From an optimization exercise on the open Yosys and OpenROAD flow, aimed at small area; shortcuts taken in it are not production practice. In this exercise RTL edits were held to simulation tests only and were not proved equivalent to the original.

==> design/flow/design.v <==
module TinyMIPS(
    input wire clk,
    input wire rst,
    input wire [15:0] data_fromRAM,
    output reg wrEn,
    output reg [7:0] addr_toRAM,
    output reg [15:0] data_toRAM
);
    reg [2:0] st, stN;
    reg [7:0] PC, PCN;
    reg [15:0] IW, IWN;
    reg [15:0] T1, T1N, T2, T2N;
    reg [15:0] RF [7:0];
    reg rfWe;
    reg [2:0] rfWa;
    reg [15:0] rfWd;
    always @(posedge clk or posedge rst) begin
        if (rst) begin
            st <= 3'd0;
            PC <= 8'd0;
            IW <= 16'd0;
            T1 <= 16'd0;
            T2 <= 16'd0;
        end else begin
            st <= stN;
            PC <= PCN;
            IW <= IWN;
            T1 <= T1N;
            T2 <= T2N;
        end
    end
    always @(posedge clk) begin
        if (rfWe)
            RF[rfWa] <= rfWd;
    end
    always @* begin
        wrEn = 1'b0;
        PCN = PC;
        IWN = IW;
        stN = st;
        addr_toRAM = 8'd0;
        data_toRAM = 16'd0;
        T1N = T1;
        T2N = T2;
        rfWe = 1'b0;
        rfWa = 3'd0;
        rfWd = 16'd0;
        case (st)
            3'd0: begin  
                addr_toRAM = PC;
                stN = 3'd1;
            end
            3'd1: begin  
                IWN = data_fromRAM;
                case (data_fromRAM[15:12])
                    4'b0000: begin  
                        T1N = RF[data_fromRAM[8:6]];
                        stN = 3'd2;
                    end
                    4'b0001: begin  
                        T1N = RF[data_fromRAM[8:6]];
                        stN = 3'd2;
                    end
                    4'b0010: begin  
                        T1N = RF[data_fromRAM[8:6]];
                        stN = 3'd2;
                    end
                    4'b0011: begin  
                        T1N = RF[data_fromRAM[8:6]];
                        stN = 3'd2;
                    end
                    4'b0100: begin  
                        T1N = RF[data_fromRAM[8:6]];
                        stN = 3'd2;
                    end
                    4'b0101: begin  
                        T1N = RF[data_fromRAM[8:6]];
                        stN = 3'd2;
                    end
                    4'b0110: begin  
                        rfWe = 1'b1; rfWa = data_fromRAM[11:9]; rfWd = RF[data_fromRAM[8:6]];
                        PCN = PC + 8'd1;
                        stN = 3'd0;
                    end
                    4'b0111: begin  
                        rfWe = 1'b1; rfWa = data_fromRAM[11:9]; rfWd = {7'd0, data_fromRAM[8:0]};
                        PCN = PC + 8'd1;
                        stN = 3'd0;
                    end
                    4'b1000: begin  
                        T1N = RF[data_fromRAM[11:9]];
                        stN = 3'd2;
                    end
                    4'b1001: begin  
                        T1N = RF[data_fromRAM[11:9]];
                        stN = 3'd2;
                    end
                    4'b1010: begin  
                        T1N = RF[data_fromRAM[11:9]];
                        stN = 3'd2;
                    end
                    default: stN = 3'd0;
                endcase
            end
            3'd2: begin  
                case (IW[15:12])
                    4'b0000: begin  
                        T1N = T1;
                        T2N = RF[IW[5:3]];
                        stN = 3'd3;
                    end
                    4'b0001: begin  
                        rfWe = 1'b1; rfWa = IW[11:9]; rfWd = T1 + {{10{IW[5]}}, IW[5:0]};
                        PCN = PC + 8'd1;
                        stN = 3'd0;
                    end
                    4'b0010: begin  
                        T1N = T1;
                        T2N = RF[IW[5:3]];
                        stN = 3'd3;
                    end
                    4'b0011: begin  
                        T1N = T1;
                        T2N = RF[IW[5:3]];
                        stN = 3'd3;
                    end
                    4'b0100: begin  
                        addr_toRAM = T1 + IW[5:0];
                        stN = 3'd3;
                    end
                    4'b0101: begin  
                        addr_toRAM = T1 + IW[5:0];
                        data_toRAM = RF[IW[11:9]];
                        wrEn = 1'b1;
                        PCN = PC + 8'd1;
                        stN = 3'd0;
                    end
                    4'b1000: begin  
                        T2N = RF[IW[8:6]];
                        stN = 3'd3;
                    end
                    4'b1001: begin  
                        T2N = RF[IW[8:6]];
                        stN = 3'd3;
                    end
                    4'b1010: begin  
                        T2N = RF[IW[8:6]];
                        stN = 3'd3;
                    end
                    default: stN = 3'd0;
                endcase
            end
            3'd3: begin  
                case (IW[15:12])
                    4'b0000: begin  
                        rfWe = 1'b1; rfWa = IW[11:9]; rfWd = T1 + T2;
                        PCN = PC + 8'd1;
                        stN = 3'd0;
                    end
                    4'b0010: begin  
                        rfWe = 1'b1; rfWa = IW[11:9]; rfWd = T1 * T2;
                        PCN = PC + 8'd1;
                        stN = 3'd0;
                    end
                    4'b0011: begin  
                        rfWe = 1'b1; rfWa = IW[11:9]; rfWd = (T2 < 32) ? (T1 >> T2) : (T1 << (T2 - 32));
                        PCN = PC + 8'd1;
                        stN = 3'd0;
                    end
                    4'b0100: begin  
                        rfWe = 1'b1; rfWa = IW[11:9]; rfWd = data_fromRAM;
                        PCN = PC + 8'd1;
                        stN = 3'd0;
                    end
                    4'b1000: begin  
                        PCN = (T1 == T2) ? (PC + {{2{IW[5]}}, IW[5:0]}) : (PC + 8'd1);
                        stN = 3'd0;
                    end
                    4'b1001: begin  
                        PCN = (T1 < T2) ? (PC + {{2{IW[5]}}, IW[5:0]}) : (PC + 8'd1);
                        stN = 3'd0;
                    end
                    4'b1010: begin  
                        PCN = (T1 > T2) ? (PC + {{2{IW[5]}}, IW[5:0]}) : (PC + 8'd1);
                        stN = 3'd0;
                    end
                    default: stN = 3'd0;
                endcase
            end
            default: stN = 3'd0;
        endcase
    end
endmodule
==> design/flow/run.sh <==
#!/bin/bash
# synth_recipe.tcl (not shown) runs the flow's synth.tcl, then flattens the netlist and writes it again
# the make line also repeats each setting of config.mk as NAME=value (left out here)
make -C /OpenROAD-flow-scripts/flow DESIGN_CONFIG=/design/flow/config.mk WORK_HOME=/design/flow/orfs CLKGATE_MAP_FILE= SYNTH_SCRIPT=/design/flow/synth_recipe.tcl finish
==> design/flow/config.mk <==
export PLATFORM = sky130hd
export DESIGN_NAME = TinyMIPS
export DESIGN_NICKNAME = TinyMIPS
export VERILOG_FILES = /design/flow/design.v
export SDC_FILE = /design/flow/constraint.sdc
export NUM_CORES = 8
export LEC_CHECK = 0
export CAP_MARGIN = 20
export CORE_MARGIN = 2
export CORE_UTILIZATION = 40
export SLEW_MARGIN = 20
==> design/flow/constraint.sdc <==
create_clock -name core_clock -period 10.0 [get_ports {clk}]
set_input_delay 2.0000 -clock core_clock [delete_from_list [all_inputs] [get_ports {clk}]]
set_output_delay 2.0000 -clock core_clock [all_outputs]
set_load 0.01 [all_outputs]
==> results of run 1 <==
cell type report:
type	count	area [µm²]	share of cell area [%]
clock inverters	13	193	0.905
flip-flops and latches	186	5300	24.9
multi-input cells	1326	13300	62.4
inverters	149	559	2.63
repair buffers	79	678	3.19
well taps	664	831	3.90
clock buffers	19	443	2.08
registers in the layout (all words and copies together) (netlist names):
| signal | cells |
|---|---|
| RF | 128 |
| IW | 16 |
| T1 | 16 |
| T2 | 16 |
| PC | 8 |
| st | 2 |
worst min-delay path by stage:
stage	startpoint	end	slack [ns]	cells past startpoint
after floorplan	PC[5]	PC[5]	0.51	1
after global placement	IW[0]	IW[0]	0.56	1
after detailed placement	IW[0]	IW[0]	0.55	1
after CTS	IW[0]	IW[0]	0.57	1
after global routing	IW[0]	IW[0]	0.60	1
final	IW[0]	IW[0]	0.57	1
layout by cell type, fill, tap and decap left out, types with 10 or more instances in the layout:
master           netlist  layout
dfrtp_1               58      53
o21ai_0               97      97
a21o_1                17      17
o211ai_1              25      25
ha_1                 105     105
mux2_2                52      52
clkbuf_16              0      17
edfxtp_1             128     128
nand2_1              174     173
nand3_1               14      14
mux2i_1               63      63
mux4_2               181     181
a22o_1                11      11
buf_4                  2      37
clkdlybuf4s50_1        0      38
nand2b_1              11      11
xor2_1                20      20
nand4_1               10      10
fa_1                  82      82
a211o_1               10      10
a31oi_1               12      12
xnor2_1               56      56
a21oi_1               56      56
a211oi_1              12      11
a22oi_1               15      15
nor3_1                21      21
o22ai_1               12      12
and2_1                60      59
inv_1                146     145
nor2_1                83      79
kinds of logic (layout without fill, tap and decap cells):
kind of cell / count (synthesis) / after routing / share of synthesized area, %
buffers and inverters: 285 / 260 / 5.74
AOI/OAI and AO/OA: 342 / 342 / 11.7
muxes: 296 / 296 / 26.9
and+or+nand+nor: 424 / 424 / 10.2
xor gates and xnor gates: 77 / 77 / 3.50
DFF: 186 / 186 / 26.9
adders and majority gates: 187 / 187 / 15.0
routing by layer:
layer	wire length (µm)	track usage, %
met2	28600	39.1
met5	0	0
met1	25900	34.8
met3	6080	5.18
met4	1880	8.67
stage by stage:
stage | instances | cell area (µm²)
finish | 2436 | 21300
global route | 2436 | 21300
CTS | 2436 | 21300
detailed placement | 2404 | 20600
global placement | 2404 | 20600
floorplan | 1797 | 19700
==> run summary, run 1 <==
- Outcome: finished clean
- Cts bufs inserted: 17
- Mapped Nets: 2,002
- Post-synth EDFFs: 128
- CTS tree: done
- Starting Density: 40.4%
- CTS Root Cell: clkbuf_16
- Leading post-synthesis cells by cell area: mux4_2, edfxtp_1, fa_1
- Gate Count Post-Synth: ~1,800
- Crit path cell chain: ha_1 -> xnor2_1 -> ha_1 -> a31oi_1 -> fa_1 -> fa_1 -> fa_1 -> inv_1 -> fa_1 -> inv_1 -> fa_1 -> inv_1 -> ha_1 -> and3_1 -> a2111oi_0 -> nand2_1 -> o311a_1 -> xor2_1 -> a221oi_1 -> o221ai_1
- Worst Setup Path Type: reg -> reg
- Period utilisation layout: 73.5%
- Startpoint types: flip-flop
- Largest net degree at the start of global routing: between 50 and 60
- Post-synth top area share: 20.7%
- Share of cells above drive strength 1: a little under a fifth
- Relative slew slack: a little under a quarter
- RSZ-0062 raised after global routing: false
- R2R Setup Slk: between 2 and 3 ns
- Fin Hold WS: roughly 0.57 ns
- TritonRoute pass-1 iters: 6
- Die area: ~0.051 mm²
- HP Class: reg -> reg
- Crit path launch: T1[5]
- Maximum achievable frequency: ~140 MHz
- Layout Utilization: 43.7%
- Slowest stage delay, CP: about 0.91 ns
- Initial DRC count: about 1,800
- Register area share after synthesis: a little over a quarter
- H-tree Lvls: 4
- # hold bufs at CTS: 0
- Max Cap Viol: 0
- Worst EP required: 10.16 ns
- Worst-Margin Slew: 1.14 ns
- CTS Sinks: ~190
- Fillers: 4,514
- Placement Rows: 81
- Total wire length: 62,500 µm
- I/O pin total: 43
- Vias per cell: 6.24
- R2R cell count: 20
- Via count: ~15,000
- Final GP Congestion: 0.938
- WP buf/inv: 3
- Final setup viols: 0
- Nets: between 1,500 and 2,000
- Diode count: 0
- Worst Setup EP: RF[7][14]
- Post-CTS Resized: 0
- Critical path's most frequent cell: fa_1
- Post-CTS Setup Inserts: 0
- Delay-heaviest family, CP: adder cells
- Worst slack at placement: around 2.8 ns
- Count leader, synth: mux4_2
- Reg2Reg Capture Point: RF[7][14]
- Yosys cell types: just under 80
- Synth cell count leaders: mux4_2, nand2_1, inv_1, edfxtp_1, ha_1
- Clock latency on the worst-skew pair: around 0.47 ns
- Min Tclk post-route: ~7.4 ns
- ANT nets after route: 0
- Mapped Area: 0.0197 mm²
- Crit end category: flip-flop
- Clock buffer depth: 2
- CTS clock-pin slew for the worst setup and hold paths: 0.08 ns
- Vias in the first global route: around 15,000
- FF+latch count, synth: 186
- Ys flop type: edfxtp_1
- Setup_tns: 0 ns
- Critical Path Fanout Max: 24
- Final worst setup slack: between 2 and 3 ns
- DRC: 0
- Critical-path top delay cell: dfrtp_1
- Core Box Area: 0.0487 mm²
- Layout area overhead: 8.20%
- Ys async rst share: a little under a third
- Die Width: approximately 230 µm
- Cell taking the most area after synthesis: mux4_2
- First-pass GRT wire length: about 96,000 µm
- Port Buf Inserts: between 40 and 50
- Die height: around 230 µm
- Reg-to-Reg Start: T1[5]
- CP arrival: 7.51 ns
- DR WL/cell: 25.6 µm
- Final Hold Viols: 0
- Gr usage total: roughly a quarter
- Gr ovfl total: 0
- Stages on worst setup path: 20
- Fin. max-slew vios: 0
- Mean Syn Cell Area: between 10 and 15 µm²
- Clock skew: just over 0.02 ns
- Initial antenna violation count: 0
- DP HPWL: 43,200 µm
- Synth Warn #: 1
==> run 2: changes to the inputs <==
==> design/flow/design.v (replaced) <==
module TinyMIPS(
    input wire clk,
    input wire rst,
    input wire [15:0] data_fromRAM,
    output wire wrEn,
    output wire [7:0] addr_toRAM,
    output wire [15:0] data_toRAM
);
    localparam S_WAIT = 3'd0, S_EX = 3'd1, S_PCUP = 3'd2, S_LDW = 3'd3,
               S_LDR = 3'd4, S_STW = 3'd5, S_LDX = 3'd6, S_STX = 3'd7;
    reg [3:0] ph;
    reg [2:0] st;
    reg [2:0] k;
    reg [7:0] AR;
    reg [15:0] T;
    reg [2:0] Ah;
    reg c1, c2, tdel, d0, d1;
    reg [3:0] n;
    reg zf, lf, neq, taken;
    reg [15:0] R [0:7];
    wire [15:0] I = data_fromRAM;
    wire [3:0] op = I[15:12];
    wire [2:0] fB = I[8:6];
    wire [2:0] fC = I[5:3];
    wire ex   = (st == S_EX);
    wire pcup = (st == S_PCUP);
    wire ldw  = (st == S_LDW);
    wire ldr  = (st == S_LDR);
    wire stw  = (st == S_STW);
    wire ldx  = (st == S_LDX);
    wire stx  = (st == S_STX);
    wire oADD = ex && op == 4'd0;
    wire oADDI= ex && op == 4'd1;
    wire oMUL = ex && op == 4'd2;
    wire oSRL = ex && op == 4'd3;
    wire oLD  = ex && op == 4'd4;
    wire oST  = ex && op == 4'd5;
    wire oCP  = ex && op == 4'd6;
    wire oCPI = ex && op == 4'd7;
    wire oBR  = ex && (op == 4'd8 || op == 4'd9 || op == 4'd10);
    wire oHLT = ex && op >= 4'd11;
    wire t0 = (ph == 4'd0);
    wire t15 = (ph == 4'd15);
    wire lo8 = ~ph[3];
    wire cA = (fC == Ah);
    wire bA = (fB == Ah);
    wire useA = oBR | oST | stx | stw | (oMUL & ((k != 3'd0) | cA));
    wire [2:0] selP = useA ? Ah : fB;
    wire useC = oADD | oSRL | (oMUL & ~cA);
    wire [2:0] selQ = useC ? fC : fB;
    wire P = R[selP][0];
    wire Q = R[selQ][0];
    wire dm = I[ph];
    wire sx6 = (ph >= 4'd5) ? I[5] : dm;
    wire zx6 = (ph < 4'd6) & dm;
    wire zx9 = (ph < 4'd9) & dm;
    wire mcopy = (oMUL | oSRL) & (k == 3'd0);
    wire ldst = oLD | oST;
    wire exch = ldx | stx;
    reg Tin;
    always @* begin
        if (mcopy) Tin = P;
        else if (ldst | exch) Tin = s1;
        else if (oBR) Tin = sx6;
        else Tin = T[0];
    end
    wire Tm = mcopy ? P : T[0];
    wire [3:0] s = oSRL ? (lf ? n : ~n) : {k, 1'b0};
    reg tap;
    always @* begin
        case (s)
            4'd0: tap = Tm;
            4'd1: tap = T[15];
            4'd2: tap = T[14];
            4'd3: tap = T[13];
            4'd4: tap = T[12];
            4'd5: tap = T[11];
            4'd6: tap = T[10];
            4'd7: tap = T[9];
            4'd8: tap = T[8];
            4'd9: tap = T[7];
            4'd10: tap = T[6];
            4'd11: tap = T[5];
            4'd12: tap = T[4];
            4'd13: tap = T[3];
            4'd14: tap = T[2];
            default: tap = T[1];
        endcase
    end
    wire D = (cA & bA) ? Tm : Q;
    wire kmatch = (ph[3:1] == k);
    wire d0n = (kmatch & ~ph[0]) ? D : (t0 ? 1'b0 : d0);
    wire d1n = (kmatch &  ph[0]) ? D : (t0 ? 1'b0 : d1);
    wire term0 = d0n & tap;
    wire term1 = d1n & tdel;
    reg a1, b1, ci1;
    always @* begin
        a1 = P; b1 = Q;
        if (oADDI) b1 = sx6;
        if (oBR) b1 = ~Q;
        if (ldst) begin a1 = Q; b1 = zx6; end
        if (exch | pcup) begin a1 = AR[0]; b1 = pcup & taken & T[0]; end
        if (oMUL) begin a1 = (k != 3'd0) & P; b1 = term0; end
        if (t0) ci1 = oBR | (pcup & ~taken);
        else if (exch & (ph == 4'd8)) ci1 = 1'b1;
        else ci1 = c1;
    end
    wire s1 = a1 ^ b1 ^ ci1;
    wire co1 = (a1 & b1) | (ci1 & (a1 ^ b1));
    wire ci2 = t0 ? 1'b0 : c2;
    wire s2 = s1 ^ term1 ^ ci2;
    wire co2 = (s1 & term1) | (ci2 & (s1 ^ term1));
    wire [4:0] tn = {1'b0, ph} + {1'b0, n};
    wire srl_bit = zf ? 1'b0 : (lf ? ((ph >= n) & tap) : (~tn[4] & tdel));
    wire swap = oST | stx | stw;
    reg wen, wdat;
    always @* begin
        wen = 1'b0; wdat = s1;
        if (oADD | oADDI) wen = 1'b1;
        if (oCP) begin wen = 1'b1; wdat = P; end
        if (oCPI) begin wen = 1'b1; wdat = zx9; end
        if (oMUL) begin wen = 1'b1; wdat = s2; end
        if (oSRL & (k == 3'd1)) begin wen = 1'b1; wdat = srl_bit; end
        if ((ldw & ~t0) | (ldr & t0)) begin wen = 1'b1; wdat = dm; end
        if (swap) begin wen = 1'b1; wdat = R[0][0]; end
    end
    integer i;
    always @(posedge clk) begin
        for (i = 0; i < 8; i = i + 1) begin
            if (i == 0)
                R[0] <= {swap ? P : (wen & (Ah == 3'd0)) ? wdat : R[0][0], R[0][15:1]};
            else
                R[i] <= {(wen & (Ah == i)) ? wdat : R[i][0], R[i][15:1]};
        end
        T <= {Tin, T[15:1]};
        c1 <= co1;
        c2 <= co2;
        tdel <= tap;
        d0 <= d0n;
        d1 <= d1n;
        if (oSRL & (k == 3'd0)) begin
            if (ph < 4'd4) n <= {Q, n[3:1]};
            if (ph == 4'd4) zf <= Q;
            else if (ph >= 4'd6) zf <= zf | Q;
            if (ph == 4'd5) lf <= Q;
        end
        if (oBR) neq <= (t0 ? 1'b0 : neq) | (P ^ Q);
    end
    wire arsh = ((pcup | ldr | stw) & lo8) | exch;
    wire arin = pcup ? s1 : T[8];
    wire ne_all = neq | (P ^ Q);
    wire cond = (op == 4'd8) ? ~ne_all : (op == 4'd9) ? ~co1 : (co1 & ne_all);
    always @(posedge clk or posedge rst) begin
        if (rst) begin
            ph <= 4'd14;
            st <= S_WAIT;
            k <= 3'd0;
            AR <= 8'd0;
            Ah <= 3'd0;
            taken <= 1'b0;
        end else begin
            ph <= ph + 4'd1;
            if (arsh) AR <= {arin, AR[7:1]};
            if (ph == 4'd7 && oLD) st <= S_LDX;
            if (ph == 4'd7 && oST) st <= S_STX;
            if (t15) begin
                if (st != S_EX && st != S_LDW && st != S_LDX && st != S_STX) Ah <= I[11:9];
                taken <= oBR & cond;
                case (st)
                    S_EX: begin
                        if ((oMUL & (k != 3'd7)) | (oSRL & (k == 3'd0))) k <= k + 3'd1;
                        else if (oHLT) k <= 3'd0;
                        else begin
                            k <= 3'd0;
                            st <= S_PCUP;
                        end
                    end
                    S_LDX: st <= S_LDW;
                    S_STX: st <= S_STW;
                    S_LDW: st <= S_LDR;
                    default: st <= S_EX;
                endcase
            end
        end
    end
    assign addr_toRAM = AR;
    assign wrEn = stw & t0;
    assign data_toRAM = R[0];
endmodule
--- a/design/flow/config.mk
+++ b/design/flow/config.mk
@@ -9,3 +9,4 @@
 export CORE_MARGIN = 2
 export CORE_UTILIZATION = 40
+export CTS_BUF_LIST = sky130_fd_sc_hd__clkbuf_8
 export SLEW_MARGIN = 20
==> run 2 against run 1 <==
Still clean on timing, DRC and antenna. Wire length is 79% lower. Via count down 72%. Fmax decreased by 5.4%. First-iteration DRC count down 81%. Count of clock-buffer cells in the layout decreased by 1.
==> run summary, run 2 <==
- Starting Density: 40.3% (about the same)
- Min Tclk post-route: 7.77 ns (+0.420 ns)
- Yosys cell types: 72 (-8.9%)
- Clock buffer depth: 2 (unchanged)
- Worst EP required: 10.39 ns (+0.23 ns)
- Synth Warn #: 2 (+1)
- Post-synth EDFFs: 7 (-95%)
- Clock skew: 0.0104 ns (-0.00975 ns)
- Ys async rst share: 12.4% (-19 points)
- CTS clock-pin slew for the worst setup and hold paths: 0.09 ns (about the same)
- Placed insts: 797 (-67%)
- Worst-Margin Slew: 0.960 ns (-0.180 ns)
- Largest net degree at the start of global routing: 23 (-61%)
- Post-CTS Resized: 0 (unchanged)
- Initial DRC count: 332 (-81%)
- CP arrival: 8.16 ns (+0.65 ns)
- Post-CTS Setup Inserts: 0 (unchanged)
- Die height: 130 µm (-42%)
- Share of cells above drive strength 1: 10.1% (-8.6 points)
- Fin. max-slew vios: 0 (unchanged)
- Die Width: 130 µm (-42%)
- Mapped Area: 0.00634 mm² (-68%)
- Leading registers by flop count: R (128), T (16), AR (8)
- Gr usage total: 16.9% (-8.2 points)
- Ys flop type: dfxtp_1
- Startpoint types: input port
- DP HPWL: 9590 µm (-78%)
- Layout area overhead: 15.9%
- Placement Rows: 46 (-43%)
- Final Hold Viols: 0 (unchanged)
- Layout Cells excl Fill: 829 (-66%)
- Setup_tns: 0 ns (unchanged)
- Die area: 0.0169 mm² (-67%)
- DRC: 0 (unchanged)
- Via count: 4,252 (-72%)
- Crit end category: flip-flop
- CTS Sinks: 178 (-4.3%)
- Final GP Congestion: 0.934 (-0.38%)
- Leading post-synthesis cells by cell area: dfxtp_1, dfrtp_1, edfxtp_1
- Gate Count Post-Synth: 561 (-69%)
- H-tree Lvls: 4 (unchanged)
- CTS Root Cell: clkbuf_8
- Port Buf Inserts: 42 (unchanged)
- Vias in the first global route: 4,163 (-73%)
- Vias per cell: 5.13 (-18%)
- Relative slew slack: 35.0% (+11 points)
- CTS tree: done
- Outcome: finished clean
- Gr ovfl total: 0 (unchanged)
- Register area share after synthesis: 59.1% (+32 points)
- RSZ-0062 raised after global routing: false
- Synth cell count leaders: dfxtp_1, nand2_1, a21oi_1, nor2_1, inv_1
- Max FFs per register: 128 (unchanged)
- Count leader, synth: dfxtp_1
- # hold bufs at CTS: 0 (unchanged)
- Cts bufs inserted: 17 (unchanged)
- Initial antenna violation count: 0 (unchanged)
- FF+latch count, synth: 178 (-4.3%)
- Final setup viols: 0 (unchanged)
- Post-synth top area share: 47.0% (+26 points)
- Diode count: 0 (unchanged)
- I/O pin total: 43 (unchanged)
- TritonRoute pass-1 iters: 4 (-2)
- Critical Path Fanout Max: 10 (-58%)
- Maximum achievable frequency: 129 MHz (-5.4%)
- DR WL/cell: 16.0 µm (-37%)
- Most common cell after layout, fill and taps aside: dfxtp_1
- Clock latency on the worst-skew pair: 0.44 ns (-0.03 ns)
- Mapped Nets: 597 (-70%)
- Nets: 636 (-68%)
- Core Box Area: 0.0157 mm² (-68%)
- Commonest non-fill, non-tap cells in the layout: dfxtp_1, nand2_1, clkdlybuf4s50_1
- ANT nets after route: 0 (unchanged)
- First-pass GRT wire length: 22,000 µm (-77%)
- Worst Setup Path Type: in -> reg
- Mean Syn Cell Area: 11.3 µm² (+3.2%)
- Total wire length: 13,300 µm (-79%)
- Cell taking the most area after synthesis: dfxtp_1
- Period utilisation layout: 77.7% (+4.2 points)
- HP Class: reg -> reg
- Max Cap Viol: 0 (unchanged)
- Largest register by flop count: R
[run 2: per-layer routing]
metal  part of all wire (%)  wire, µm  track usage [%]  vias up
li1                       -         -                -     2060
met1                     47      6290             22.8     2062
met2                     46      6110             25.8      103
met3                    4.7       620             4.47       27
met4                    2.1       276             7.34        0
met5                      0         0                0        -
[run 2: worst max-delay path, cell delays in order]
cell             delay (ns)
clkdlybuf4s50_1        0.52
or4b_4                 0.64
nor2_2                 0.34
nand4_1                0.20
o311ai_4               0.15
mux2_1                 0.35
mux4_2                 0.57
a211o_1                0.30
a311oi_1               0.28
nor2_1                 0.08
a31o_1                 0.21
fa_1                   0.58
inv_1                  0.08
fa_1                   0.47
a21oi_1                0.16
a21oi_1                0.11
o311ai_1               0.86
o22a_1                 0.22
[run 2: kinds of logic after synthesis]
| logic type | after synthesis | share of synthesized area (%) |
|---|---|---|
| multiplexers | 35 | 7.01 |
| AND/OR/NAND/NOR | 158 | 12.7 |
| AO/OA/AOI/OAI | 114 | 12.6 |
| adder cells (fa/ha/maj) | 18 | 3.79 |
| XOR/XNOR | 14 | 1.93 |
| flip-flops | 178 | 59.1 |
| buffers and inverters | 44 | 2.90 |
[run 2: path summary, 6_finish.rpt]
kind,from,depth (start not counted),slack [ns],to
setup / recovery,data_fromRAM[15],18,2.23,R[7][15]
hold / removal,R[7][4],0,0.33,R[7][3]
setup reg to reg,st[1],17,3.71,R[7][15]
hold reg to reg,R[7][4],0,0.33,R[7][3]
max in group asynchronous,rst,2,7.41,ph[0]
min in group asynchronous,rst,2,2.04,Ah[0]
[run 2: area by class of cell]
cell class                 count  area [µm²]
clock buffer                  18         248
fill                        1447        8360
multi-input combinational    339        2410
timing repair buffer          43         428
inverter                      21        78.8
tap                          216         270
sequential                   178        3750
clock inverter                14         170
[run 2: per-stage QoR]
step           util, %  worst slack (ns)  area [µm²]  hold WS, ns
2_1_floorplan        -              2.98        6340        0.310
3_3_place_gp      44.1              2.00        6930        0.313
3_5_place_dp      44.1              1.82        6930        0.312
4_1_cts           46.8              2.29        7350        0.327
5_1_grt           46.8              1.70        7350        0.324
6_report          46.8              2.23        7350        0.326
==> run 3: changes to the inputs <==
--- a/design/flow/config.mk
+++ b/design/flow/config.mk
@@ -9,4 +9,3 @@
 export CORE_MARGIN = 2
 export CORE_UTILIZATION = 40
-export CTS_BUF_LIST = sky130_fd_sc_hd__clkbuf_8
 export SLEW_MARGIN = 20
==> run 3 against run 2 <==
Flip-flop and latch count is the same. Clock skew shrank 0.0021 ns. Synthesized cell count is the same. Area after synthesis is the same. Cell count is the same. Worst hold slack lost 0.0032 ns. Global-route usage grew 0.24 points. Critical path depth is the same. Fmax shrank 0.14%.
==> run summary, run 3 <==
- Ys flop type: dfxtp_1
- Mapped Nets: 597 (unchanged)
- Diode count: 0 (unchanged)
- Synth cell count leaders: dfxtp_1, nand2_1, a21oi_1, nor2_1, inv_1
- Nets: 636 (unchanged)
- Layout Utilization: 48.0% (+1.2 points)
- Share of cells above drive strength 1: 10.1% (unchanged)
- Worst Setup Path Type: in -> reg
- Gr usage total: 17.2% (+0.24 points)
- Fillers: 1,409 (-2.6%)
- Die area: 0.0169 mm² (unchanged)
- Die Width: 130 µm (unchanged)
- Delay-heaviest family, CP: compound AO/OA/AOI/OAI gates
- Final GP Congestion: 0.934 (unchanged)
- FF+latch count, synth: 178 (unchanged)
- CP arrival: 8.14 ns (-0.02 ns)
- ANT nets after route: 0 (unchanged)
- Synth Warn #: 2 (unchanged)
- Min Tclk post-route: 7.78 ns (+0.0111 ns)
- Total wire length: 13,400 µm (+0.59%)
- Worst EP required: 10.36 ns (-0.03 ns)
- Mapped Area: 0.00634 mm² (unchanged)
- Yosys cell types: 72 (unchanged)
- Post-synth top area share: 47.0% (unchanged)
- Mean Syn Cell Area: 11.3 µm² (unchanged)
- Crit end category: flip-flop
- Critical-path top delay cell: o311ai_1
- Relative slew slack: 36.5% (+1.5 points)
- Post-CTS Resized: 0 (unchanged)
- Gate Count Post-Synth: 561 (unchanged)
- DP Area: 0.00693 mm² (unchanged)
- Clock buffer depth: 2 (unchanged)
- Via count: 4,290 (+0.89%)
- Outcome: finished clean
- Port Buf Inserts: 42 (unchanged)
- Layout area overhead: 19.0%
- Starting Density: 40.3% (unchanged)
- Post-CTS Setup Inserts: 0 (unchanged)
- Crit path cell chain: clkdlybuf4s50_1 -> or4b_4 -> nor2_2 -> nand4_1 -> o311ai_4 -> mux2_1 -> mux4_2 -> a211o_1 -> a311oi_1 -> nor2_1 -> a31o_1 -> fa_1 -> inv_1 -> fa_1 -> a21oi_1 -> a21oi_1 -> o311ai_1 -> o22a_1
- Vias per cell: 5.17 (+0.89%)
- DP HPWL: 9590 µm (unchanged)
- CTS Sinks: 178 (unchanged)
- Largest net degree at the start of global routing: 23 (unchanged)
- Critical Path Fanout Max: 10 (unchanged)
- Slowest stage delay, CP: 0.84 ns (-0.02 ns)
- Leading registers by flop count: R (128), T (16), AR (8)
- Clock skew: 0.00835 ns (-0.00208 ns)
- Leading post-synthesis cells by cell area: dfxtp_1, dfrtp_1, edfxtp_1
- RSZ-0062 raised after global routing: false
- Most common cell after layout, fill and taps aside: dfxtp_1
- Cell taking the most area after synthesis: dfxtp_1
- Post-synth EDFFs: 7 (unchanged)
- Ys async rst share: 12.4% (unchanged)
- Fin. max-slew vios: 0 (unchanged)
- Setup_tns: 0 ns (unchanged)
- Commonest non-fill, non-tap cells in the layout: dfxtp_1, nand2_1, clkdlybuf4s50_1
- Final setup viols: 0 (unchanged)
- H-tree Lvls: 4 (unchanged)
- Cts bufs inserted: 17 (unchanged)
- First-pass GRT wire length: 22,100 µm (+0.76%)
- Period utilisation layout: 77.8% (+0.11 points)
- WP buf/inv: 2 (unchanged)
- Vias in the first global route: 4,180 (+0.41%)
- CTS tree: done
- Final Hold Viols: 0 (unchanged)
- CTS clock-pin slew for the worst setup and hold paths: 0.07 ns (-0.02 ns)
- Initial antenna violation count: 0 (unchanged)
- Maximum achievable frequency: 128 MHz (-0.14%)
- Count leader, synth: dfxtp_1
- Max Cap Viol: 0 (unchanged)
- TritonRoute pass-1 iters: 6 (+2)
- Max FFs per register: 128 (unchanged)
- I/O pin total: 43 (unchanged)
- Post-route cell area: 0.00754 mm² (+2.6%)
- Core Box Area: 0.0157 mm² (unchanged)
- Die height: 130 µm (unchanged)
- Worst-Margin Slew: 0.938 ns (-0.0228 ns)
- DR WL/cell: 16.1 µm (+0.59%)
- DRC: 0 (unchanged)
- Initial DRC count: 351 (+5.7%)
- HP Class: reg -> reg
- Startpoint types: input port
- # hold bufs at CTS: 0 (unchanged)
- Largest register by flop count: R
- Clock latency on the worst-skew pair: 0.42 ns (-0.02 ns)
- Placement Rows: 46 (unchanged)
- CTS Root Cell: clkbuf_16
- Gr ovfl total: 0 (unchanged)
- Register area share after synthesis: 59.1% (unchanged)
run 3: cell count changes in the layout (fill, tap and decap cells not counted):
cell	previous run	this run
clkbuf_16	0	17
clkbuf_8	18	1
run 3: layout make-up:
cell class,count,area [µm²],area share (%)
sequential,178,3750,49.7
multi-input combinational,339,2410,31.9
clock buffer,18,439,5.82
timing repair buffer,43,428,5.67
tap,216,270,3.58
clock inverter,14,170,2.26
inverter,21,78.8,1.05
run 3: worst register-to-register path: stages, from the launching register on:
cell      delay [ns]
dfrtp_1         0.57
or4b_4          0.66
nor2_2          0.34
nand4_1         0.20
o311ai_4        0.15
mux2_1          0.36
mux4_2          0.58
a211o_1         0.30
a311oi_1        0.28
nor2_1          0.08
a31o_1          0.21
fa_1            0.58
inv_1           0.08
fa_1            0.47
a21oi_1         0.16
a21oi_1         0.11
o311ai_1        0.84
o22a_1          0.23
run 3: logic make-up after synthesis:
logic type	Yosys count	synth area share, %
fa+ha+maj	18	3.79
simple gates	158	12.7
flops	178	59.1
xor+xnor	14	1.93
mux	35	7.01
compound gates	114	12.6
buf+inv	44	2.90
run 3: stage by stage:
stage / instances / hold WS [ns] / worst slack, ns
after floorplan: 561 / 0.310 / 2.98
after global placement: 797 / 0.313 / 2.00
after detailed placement: 797 / 0.312 / 1.82
after CTS: 829 / 0.324 / 2.25
after global routing: 829 / 0.324 / 1.66
final: 829 / 0.323 / 2.22
run 3: worst paths after layout:
path                                  start  endpoint  slack, ns  depth (start not counted)
min in group asynchronous               rst     Ah[0]       2.07                          2
max reg2reg                           st[1]  R[7][15]       3.74                         17
max in group asynchronous               rst     ph[0]       7.38                          2
min                                 R[7][4]   R[7][3]       0.32                          0
max                        data_fromRAM[15]  R[7][15]       2.22                         18
min reg2reg                         R[7][4]   R[7][3]       0.32                          0
run 3: layer usage:
layer | global-route usage, % | share of wire, % | up-vias
met4 | 7.91 | 2.5 | 0
met1 | 22.9 | 47 | 2094
met3 | 4.72 | 4.4 | 30
met5 | 0 | 0 | -
met2 | 26.0 | 46 | 106
li1 | - | - | 2060
==> run 4: changes to the inputs <==
==> design/flow/flow/run.sh (new file) <==
#!/bin/bash
# Standard ORFS layout with two changes: ports are buffered with the smallest
# buffer, and the clock tree is built from clkbuf_8 cells without dummy loads.
set -euo pipefail
export BUFFER_PORTS_ARGS="-buffer_cell sky130_fd_sc_hd__buf_1"
export CTS_ARGS="-sink_clustering_enable -repair_clock_nets -dont_use_dummy_load -buf_list sky130_fd_sc_hd__clkbuf_8"
bash standard.sh > standard_sh.log 2>&1
==> design/flow/standard.sh (new file) <==
#!/bin/bash
# synth_recipe.tcl (not shown) runs the flow's synth.tcl, then flattens the netlist and writes it again
# the make line also repeats each setting of config.mk as NAME=value (left out here)
make -C /OpenROAD-flow-scripts/flow DESIGN_CONFIG=/design/flow/config.mk WORK_HOME=/design/flow/orfs CLKGATE_MAP_FILE= SYNTH_SCRIPT=/design/flow/synth_recipe.tcl "${@:-finish}"
removed: design/flow/run.sh
==> run 4 against run 3 <==
First-iteration DRC count down 18%. Worst setup slack better by 0.34 ns. Core utilization down 4.1 points. Non-clock buffer count unchanged. Synthesized cell count unchanged. Die area unchanged. Critical path depth unchanged.
==> run summary, run 4 <==
- Max Cap Viol: 0 (unchanged)
- Initial DRC count: 289 (-18%)
- Placement Rows: 46 (unchanged)
- Final Hold Viols: 0 (unchanged)
- Largest net degree at the start of global routing: 23 (unchanged)
- Most common cell after layout, fill and taps aside: dfxtp_1
- Clock latency on the worst-skew pair: 0.44 ns (+0.02 ns)
- Setup_tns: 0 ns (unchanged)
- Vias per cell: 5.21 (+0.68%)
- Gr usage total: 17.0% (-0.17 points)
- TritonRoute pass-1 iters: 5 (-1)
- Critical Path Fanout Max: 16 (+6)
- Synth cell count leaders: dfxtp_1, nand2_1, a21oi_1, nor2_1, inv_1
- H-tree Lvls: 4 (unchanged)
- Worst-Margin Slew: 0.917 ns (-0.0208 ns)
- Share of cells above drive strength 1: 7.86% (-2.3 points)
- Register area share after synthesis: 59.1% (unchanged)
- Worst slack at placement: 2.20 ns (+0.381 ns)
- Port Buf Inserts: 42 (unchanged)
- # hold bufs at CTS: 0 (unchanged)
- Initial antenna violation count: 0 (unchanged)
- Cell taking the most area after synthesis: dfxtp_1
- Count leader, synth: dfxtp_1
- Period utilisation layout: 74.5% (-3.4 points)
- Gr ovfl total: 0 (unchanged)
- Clock buffer depth: 2 (unchanged)
- DR WL/cell: 16.6 µm (+2.9%)
- Die Width: 130 µm (unchanged)
- HP Class: reg -> reg
- Placed insts: 797 (unchanged)
- Mean Syn Cell Area: 11.3 µm² (unchanged)
- Die height: 130 µm (unchanged)
- Mapped Area: 0.00634 mm² (unchanged)
- Ys flop type: dfxtp_1
- Clock skew: 0.0273 ns (+0.0189 ns)
- Final GP Congestion: 0.905 (-3.1%)
- CTS clock-pin slew for the worst setup and hold paths: 0.09 ns (+0.02 ns)
- Relative slew slack: 37.9% (+1.4 points)
- CTS tree: done
- ANT nets after route: 0 (unchanged)
- FF+latch count, synth: 178 (unchanged)
- DP HPWL: 9780 µm (+1.9%)
- Leading registers by flop count: R (128), T (16), AR (8)
- Critical-path top delay cell: o311ai_1
- Via count: 4,241 (-1.1%)
- DRC: 0 (unchanged)
- Post-synth EDFFs: 7 (unchanged)
- Synth Warn #: 2 (unchanged)
- Post-CTS Resized: 0 (unchanged)
- Starting Density: 40.3% (unchanged)
- Diode count: 0 (unchanged)
- Crit end category: flip-flop
- Post-CTS Setup Inserts: 0 (unchanged)
- I/O pin total: 43 (unchanged)
- Ys async rst share: 12.4% (unchanged)
- Maximum achievable frequency: 134 MHz (+4.5%)
- Nets: 636 (unchanged)
- Startpoint types: input port
- Worst Setup Path Type: in -> reg
- Gate Count Post-Synth: 561 (unchanged)
- RSZ-0062 raised after global routing: false
- Final worst setup slack: 2.55 ns (+0.337 ns)
- Commonest non-fill, non-tap cells in the layout: dfxtp_1, nand2_1, buf_1
- Final setup viols: 0 (unchanged)
- Largest register by flop count: R
- Cts bufs inserted: 17 (unchanged)
- Outcome: finished clean
- CP arrival: 7.82 ns (-0.32 ns)
- Vias in the first global route: 4,227 (+1.1%)
- Fin. max-slew vios: 0 (unchanged)
- First-pass GRT wire length: 21,900 µm (-1.2%)
- Worst EP required: 10.37 ns (about the same)
- Mapped Nets: 597 (unchanged)
- Min Tclk post-route: 7.45 ns (-0.337 ns)
- Layout area overhead: 8.90%
- Core Box Area: 0.0157 mm² (unchanged)
- CTS Sinks: 178 (unchanged)
- Max FFs per register: 128 (unchanged)
- Leading post-synthesis cells by cell area: dfxtp_1, dfrtp_1, edfxtp_1
- CTS Root Cell: clkbuf_8
- Die area: 0.0169 mm² (unchanged)
- Post-synth top area share: 47.0% (unchanged)
- Layout Cells excl Fill: 814 (-1.8%)
- Crit path cell chain: buf_1 -> nand2_1 -> a22oi_1 -> o31ai_1 -> nor2_1 -> mux2i_1 -> mux2i_1 -> a221o_1 -> o31ai_1 -> a211o_1 -> a31o_1 -> fa_1 -> inv_1 -> fa_1 -> a21oi_1 -> a21oi_1 -> o311ai_1 -> o22a_1
- Slowest stage delay, CP: 0.82 ns (-0.02 ns)
- Total wire length: 13,500 µm (+1.0%)
- Yosys cell types: 72 (unchanged)
==> run 4: cell counts after synthesis <==
Identical to the previous run, type by type.
==> run 4: area by class of cell <==
class                           instances  area [µm²]
Clock buffer                           17         234
Timing Repair Buffer                   43         165
Fill cell                            1501        8810
Sequential cell                       178        3750
Tap cell                              216         270
Inverter                               21        78.8
Multi-Input combinational cell        339        2410
==> run 4: stage by stage <==
stage	hold slack (ns)	util (%)	cell area (µm²)
2_1_floorplan	0.310	-	6340
3_3_place_gp	0.312	42.5	6670
3_5_place_dp	0.312	42.5	6670
4_1_cts	0.305	43.9	6900
5_1_grt	0.309	43.9	6900
6_report	0.299	43.9	6900
==> run 4: logic make-up after synthesis <==
group,share of synthesized area (%)
AO/OA/AOI/OAI,12.6
XOR/XNOR,1.93
adder cells (fa/ha/maj),3.79
buffers and inverters,2.90
flip-flops,59.1
multiplexers,7.01
AND/OR/NAND/NOR,12.7
==> run 4: worst max-delay path: cells and delay by family <==
| kind | cells | cell delay, ns |
|---|---|---|
| muxes | 2 | 0.67 |
| and+or+nand+nor | 2 | 0.68 |
| buffers and inverters | 2 | 0.69 |
| AOI/OAI and AO/OA | 10 | 2.71 |
| adders and majority gates | 2 | 1.05 |
==> run 4: layer usage <==
layer  track usage [%]  vias to the layer above  routed length (µm)
li1                  -                     2039                   -
met1              22.5                     2093                6350
met2              26.9                       91                6440
met3              4.26                       18                 510
met4              6.45                        0                 207
met5                 0                        -                   0
==> run 4: worst paths after layout <==
path / from / depth (start not counted) / endpoint / slack, ns
setup reg to reg: st[1] / 17 / R[1][15] / 3.70
hold / removal: R[6][7] / 0 / R[6][6] / 0.30
hold reg to reg: R[6][7] / 0 / R[6][6] / 0.30
min in group asynchronous: rst / 2 / Ah[0] / 1.68
setup / recovery: data_fromRAM[12] / 18 / R[1][15] / 2.55
max in group asynchronous: rst / 2 / k[2] / 7.78

==> re-timing with driven ports <==
No port has a modelled driver above. Below, the same layouts with a new extraction and two added sets of constraints. Step 1 sets driving cells, clkbuf_16 on the clock port and buf_2 on the other inputs (assumed; they add their load-dependent delay and slew). Step 2, shift: input delay + t, output delay - t, t = (earliest + latest rising clock arrival at the registers) / 2. This alone moves slack from input paths to output paths. a / b / c = ideal ports / drivers / drivers and shift; a / b = the first two.
run	t, ns	slack for setup (ns)	worst setup path after step 2	cell pins on the clock port's net
run 1	0.520	2.648 / 2.648 / 2.648	register to register	1
run 2	0.474	2.228 / 2.240 / 1.766	input to register	1
run 3	0.457	2.217 / 2.234 / 1.778	input to register	1
run 4	0.464	2.554 / 2.557 / 2.093	input to register	1
After both steps setup and hold are still met in every run listed. For run 2, which loses most, drivers alone change the setup slack by +0.012 ns; drivers and shift together by -0.462 ns.
